This is an optimization exercise on Yosys and OpenROAD, whose aim is small area and a short achievable clock period, not a production implementation. At most, simulation tests tie the RTL to the original design; equivalence was not proved. No activity file was given, so power comes from the tool's default toggle rates.

maple:
## moving_avg_top
module moving_avg_top #(
    parameter FILTER_TYPE =  0,     
    parameter WIDTH       = 16,
    parameter N           = 16,
    parameter SHIFT       =  4,
    parameter DO_ROUND    =  0,
    parameter K           =  3
)(
    input                     clk,
    input                     rst_n,
    input                     in_valid,
    input  signed [WIDTH-1:0] in_sample,
    output                    out_valid,
    output signed [WIDTH-1:0] out_sample
);
    wire                     out_valid_w;
    wire signed [WIDTH-1:0]  out_sample_w;
    generate
        if (FILTER_TYPE == 0) begin : gen_win_buffer
            moving_avg_filter #(
                .WIDTH (WIDTH),
                .N     (N)
            ) u_filter (
                .clk        (clk),
                .rst_n      (rst_n),
                .in_valid   (in_valid),
                .in_sample  (in_sample),
                .out_valid  (out_valid_w),
                .out_sample (out_sample_w)
            );
        end else begin : gen_default
            moving_avg_filter #(
                .WIDTH (WIDTH),
                .N     (N)
            ) u_filter (
                .clk        (clk),
  ...
Size in the first run: about 750 cells after synthesis, roughly 36 I/O pins, roughly 11000 µm² of cells after synthesis.
==> flow/config.mk <==
export PLATFORM = sky130hd
export DESIGN_NAME = moving_avg_top
export DESIGN_NICKNAME = moving_avg_top
export VERILOG_FILES = /design/flow/design.v
export SDC_FILE = /design/flow/constraint.sdc
export NUM_CORES = 4
export LEC_CHECK = 0
export CAP_MARGIN = 20
export CORE_MARGIN = 2
export CORE_UTILIZATION = 40
export CTS_BUF_LIST = sky130_fd_sc_hd__clkbuf_16
export CTS_CLUSTER_DIAMETER = 100
export CTS_CLUSTER_SIZE = 24
export SETUP_SLACK_MARGIN = 2.8
export SLEW_MARGIN = 20
export SYNTH_HIERARCHICAL = 1
==> flow/constraint.sdc <==
create_clock -name core_clock -period 4.8 [get_ports {clk}]
set_input_delay 0.9600 -clock core_clock [delete_from_list [all_inputs] [get_ports {clk}]]
set_output_delay 0.9600 -clock core_clock [all_outputs]
set_load 0.01 [all_outputs]
standard.sh (not shown) runs the stock make flow with config.mk's settings and CLKGATE_MAP_FILE= SYNTH_SCRIPT=/design/flow/synth_recipe.tcl, a recipe that flattens the netlist after the stock synthesis.
==> flow/flow/run.sh <==
#!/bin/bash
# The standard layout (standard.sh, unchanged synthesis), except that the
# port buffers that global placement inserts are plain buf_2 cells instead of
# the delay buffers buffer_ports picks by default.
set -euo pipefail
export BUFFER_PORTS_ARGS="-buffer_cell sky130_fd_sc_hd__buf_2"
bash standard.sh > flow_make.log 2>&1
Input changes introduced in cedar (baseline for comparison: maple):
- SETUP_SLACK_MARGIN now 2.7, was 2.8
## What came out
cedar | status: complete | timing, DRC, antenna: pass. Height of the die: cedar vs maple identical. Comparing cedar and maple, the higher post-cts sizing count was measured on maple. cedar against maple: post-layout worst setup margin shrank by 43 ps, wire length shrank by 1.3%, fraction of layout cells with a size suffix above 1 shrank by 8.3 points.

* * *

The RTL this note starts from:
==> flow/design.v <==
module moving_avg_filter #(
	parameter WIDTH = 16,
	parameter N     = 16
)(
	input                         clk,
	input                         rst_n,
	input                         in_valid,
	input      signed [WIDTH-1:0] in_sample,
	output reg                    out_valid,
	output     signed [WIDTH-1:0] out_sample
);
	localparam SHIFT = 4;
	localparam SUM_WIDTH = WIDTH + SHIFT;
	reg signed [WIDTH-1:0] window [0:N-1];
	reg [SHIFT-1:0] count;    
	reg             full;     
	reg signed [SUM_WIDTH-1:0] sum;
	wire signed [WIDTH-1:0] old_sample = full ? window[N-1] : {WIDTH{1'b0}};
	wire signed [SUM_WIDTH-1:0] next_sum = sum + in_sample - old_sample;
	integer i;
	always @(posedge clk) begin
		if (in_valid) begin
			window[0] <= in_sample;
			for (i = 1; i < N; i = i + 1)
				window[i] <= window[i-1];
		end
	end
	always @(posedge clk or negedge rst_n) begin
		if (!rst_n) begin
			count     <= {SHIFT{1'b0}};
			full      <= 1'b0;
			sum       <= {SUM_WIDTH{1'b0}};
			out_valid <= 1'b0;
		end else begin
			out_valid <= 1'b0;
			if (in_valid) begin
				sum       <= next_sum;
				count     <= count + 1'b1;
				if (&count) full <= 1'b1;
				out_valid <= full | (&count);
			end
		end
	end
	assign out_sample = sum[SUM_WIDTH-1:SHIFT];
endmodule
module moving_avg_top #(
    parameter FILTER_TYPE =  0,     
    parameter WIDTH       = 16,
    parameter N           = 16,
    parameter SHIFT       =  4,
    parameter DO_ROUND    =  0,
    parameter K           =  3
)(
    input                     clk,
    input                     rst_n,
    input                     in_valid,
    input  signed [WIDTH-1:0] in_sample,
    output                    out_valid,
    output signed [WIDTH-1:0] out_sample
);
    wire                     out_valid_w;
    wire signed [WIDTH-1:0]  out_sample_w;
    generate
        if (FILTER_TYPE == 0) begin : gen_win_buffer
            moving_avg_filter #(
                .WIDTH (WIDTH),
                .N     (N)
            ) u_filter (
                .clk        (clk),
                .rst_n      (rst_n),
                .in_valid   (in_valid),
                .in_sample  (in_sample),
                .out_valid  (out_valid_w),
                .out_sample (out_sample_w)
            );
        end else begin : gen_default
            moving_avg_filter #(
                .WIDTH (WIDTH),
                .N     (N)
            ) u_filter (
                .clk        (clk),
                .rst_n      (rst_n),
                .in_valid   (in_valid),
                .in_sample  (in_sample),
                .out_valid  (out_valid_w),
                .out_sample (out_sample_w)
            );
        end
    endgenerate
    assign out_valid  = out_valid_w;
    assign out_sample = out_sample_w;
endmodule
Settings: LEC_CHECK=0, ABC_CLOCK_PERIOD_IN_PS=1500, CAP_MARGIN=20, CORE_MARGIN=2, CORE_UTILIZATION=40, SETUP_SLACK_MARGIN=2.8, SLEW_MARGIN=20; clock period 4.8 ns.
run.sh (not shown) runs the stock make flow with config.mk's settings and CLKGATE_MAP_FILE= SYNTH_SCRIPT=/design/flow/synth_recipe.tcl, a recipe that flattens the netlist after the stock synthesis.
Stock flow here: none of the scripts above is used.
The first run completed with no timing, DRC or antenna violations.
==> next run, changes <==
Settings changed: ABC_CLOCK_PERIOD_IN_PS 1500 to not set, CTS_BUF_LIST set to sky130_fd_sc_hd__clkbuf_16, CTS_CLUSTER_DIAMETER set to 100, CTS_CLUSTER_SIZE set to 24.
After rerunning: Core utilization fell by 1.7 points; design area falls by about 3.4%; final cell count is lower by about 2.6%; via count decreases by about 1.7%; clock skew goes up by 0.0044 ns; global-route usage shrinks by 0.25 points; hold slack gets better by 0.0063 ns; sequential power stays flat; die area does not change.
==> next run, changes <==
Settings changed: CTS_BUF_LIST sky130_fd_sc_hd__clkbuf_16 to not set, CTS_CLUSTER_DIAMETER 100 to not set, CTS_CLUSTER_SIZE 24 to not set, SETUP_SLACK_MARGIN 2.8 to not set.
=> Sequential power is about the same; non-clock buffer count went down by 45; wire length falls by 4.9%; power drops by about 9%; first-iteration DRC count came out lower by 28%; register-to-register slack loses 0.45 ns; global-route usage is lower by 0.64 points; final area falls by 3.0%.
==> next run, changes <==
==> flow/flow/run.sh (new file) <==
#!/bin/bash
# Standard ORFS layout, with Yosys's full/half-adder cell extraction turned
# off (ADDER_MAP_FILE empty) so ABC maps the adders for speed itself.
set -euo pipefail
export ADDER_MAP_FILE=
bash standard.sh > flow_make.log 2>&1
==> flow/standard.sh (new file) <==
#!/bin/bash
# synth_recipe.tcl (not shown) runs the flow's synth.tcl, then flattens the netlist and writes it again
# the make line also repeats each setting of config.mk as NAME=value (left out here)
make -C /OpenROAD-flow-scripts/flow DESIGN_CONFIG=/design/flow/config.mk WORK_HOME=/design/flow/orfs CLKGATE_MAP_FILE= SYNTH_SCRIPT=/design/flow/synth_recipe.tcl "${@:-finish}"
Settings changed: ABC_CLOCK_PERIOD_IN_PS set to 1000, SETUP_SLACK_MARGIN set to 2.8.
removed: flow/run.sh
After rerunning: Fmax rises by 13%. Area after synthesis stays flat. Clock skew rises by 0.0030 ns.
==> next run, changes <==
Settings changed: ABC_CLOCK_PERIOD_IN_PS 1000 to not set.
Clock skew is unchanged.
Via count is unchanged.
Clock power is about the same.
Flip-flop and latch count stays the same.
Cell area stays the same.
Critical path depth does not change.
Routed wire length stays the same.
Power does not change.
Final cell count stays the same.
Synthesized cell count stays the same.
Non-clock buffer count is unchanged.
==> next run, changes <==
==> flow/run.sh (new file) <==
#!/bin/bash
# synth_recipe.tcl (not shown) runs the flow's synth.tcl, then flattens the netlist and writes it again
# the make line also repeats each setting of config.mk as NAME=value (left out here)
make -C /OpenROAD-flow-scripts/flow DESIGN_CONFIG=/design/flow/config.mk WORK_HOME=/design/flow/orfs CLKGATE_MAP_FILE= SYNTH_SCRIPT=/design/flow/synth_recipe.tcl finish
removed: flow/flow/run.sh
removed: flow/standard.sh
The new run completed with no timing, DRC or antenna violations.
Total power climbs by 0.38%.
Global-route usage went down by 0.56 points.
Setup slack gains 0.22 ns.
Cell area shrinks by 1.2%.
No functional check of the RTL was part of any run of this note.

* * *

moving_avg_top, a different RTL version from the one above (not shown whole).
For scale: ~740 cells after synthesis, about 11000 um2 of cells after synthesis.
==> flow/config.mk <==
export PLATFORM = sky130hd
export DESIGN_NAME = moving_avg_top
export DESIGN_NICKNAME = moving_avg_top
export VERILOG_FILES = /design/flow/design.v
export SDC_FILE = /design/flow/constraint.sdc
export NUM_CORES = 4
export LEC_CHECK = 0
export CAP_MARGIN = 20
export CORE_MARGIN = 2
export CORE_UTILIZATION = 40
export CTS_BUF_LIST = sky130_fd_sc_hd__clkbuf_16
export CTS_CLUSTER_DIAMETER = 100
export CTS_CLUSTER_SIZE = 24
export SETUP_SLACK_MARGIN = 2.6
export SLEW_MARGIN = 20
export SYNTH_HIERARCHICAL = 1
==> flow/constraint.sdc <==
create_clock -name core_clock -period 4.8 [get_ports {clk}]
set_input_delay 0.9600 -clock core_clock [delete_from_list [all_inputs] [get_ports {clk}]]
set_output_delay 0.9600 -clock core_clock [all_outputs]
set_load 0.01 [all_outputs]
standard.sh (not shown) runs the stock make flow with config.mk's settings and CLKGATE_MAP_FILE= SYNTH_SCRIPT=/design/flow/synth_recipe.tcl, a recipe that flattens the netlist after the stock synthesis.
==> flow/flow/run.sh <==
#!/bin/bash
# The standard layout (standard.sh, unchanged synthesis), except that the
# port buffers that global placement inserts are plain buf_2 cells instead of
# the delay buffers buffer_ports picks by default.
set -euo pipefail
export BUFFER_PORTS_ARGS="-buffer_cell sky130_fd_sc_hd__buf_2"
bash standard.sh > flow_make.log 2>&1
Change:
- SETUP_SLACK_MARGIN: 2.6 -> 2.7
What happened: The new run ran to the end with no violations; combinational power is higher by about 5%; synthesized area stays the same; worst setup slack is better by 60 ps.
Change:
- SETUP_SLACK_MARGIN: 2.7 -> 2.8
Effect: The new run completed with no timing, DRC or antenna violations; worst setup slack improves by 45 ps; utilization goes up by 3.2 points; global-route usage increases by 0.40 points; fmax climbs by 2.2%.
Change:
- SETUP_SLACK_MARGIN: 2.8 -> 2.2
After rerunning: The new run produced a clean layout; critical path depth came out higher by 4; power came out lower by 14%; register-to-register slack is worse by 210 ps; worst setup slack is worse by 260 ps; final cell count came out lower by 1.7%.

re-timing with driven ports:
The flow's constraints put no driver on any port. The routed layouts listed below were extracted and timed again, unchanged, in two steps. Step 1 (the two cells are an assumption about what drives the block):
set clk [get_ports {clk}]
set_driving_cell -lib_cell sky130_fd_sc_hd__clkbuf_16 $clk
set_driving_cell -lib_cell sky130_fd_sc_hd__buf_2 [delete_from_list [all_inputs] $clk]
Step 2 adds t to the input delays and takes it off the output delays; t is the mean of the earliest and latest rising clock arrival at the registers after step 1. Input paths then give back, and output paths get back, about the clock's delay inside the block. Three values: ideal ports, drivers, drivers and shift; two values: the first two.
run	t (ns)	setup WS [ns]	worst setup path at the end
maple	0.528	2.779 / 2.732 / 2.326	input to register
cedar	0.523	2.736 / 2.693 / 2.215	input to register
the first run of note 2	0.574	1.818 / 1.829 / 1.261	input to register
the second run of note 2	0.535	1.798 / 1.804 / 1.283	input to register
the third run of note 2	0.577	1.183 / 1.203 / 0.626	input to register
the fourth run of note 2	0.575	1.594 / 1.599 / 1.039	input to register
the fifth run of note 2	0.575	1.594 / 1.599 / 1.039	input to register
the sixth run of note 2	0.574	1.818 / 1.829 / 1.261	input to register
the first run of note 3	0.538	2.672 / 2.661 / 2.152	input to register
the second run of note 3	0.532	2.732 / 2.687 / 2.226	input to register
the third run of note 3	0.530	2.777 / 2.730 / 2.291	input to register
the fourth run of note 3	0.530	2.518 / 2.515 / 1.984	input to register
After both steps every run listed still meets setup and hold.
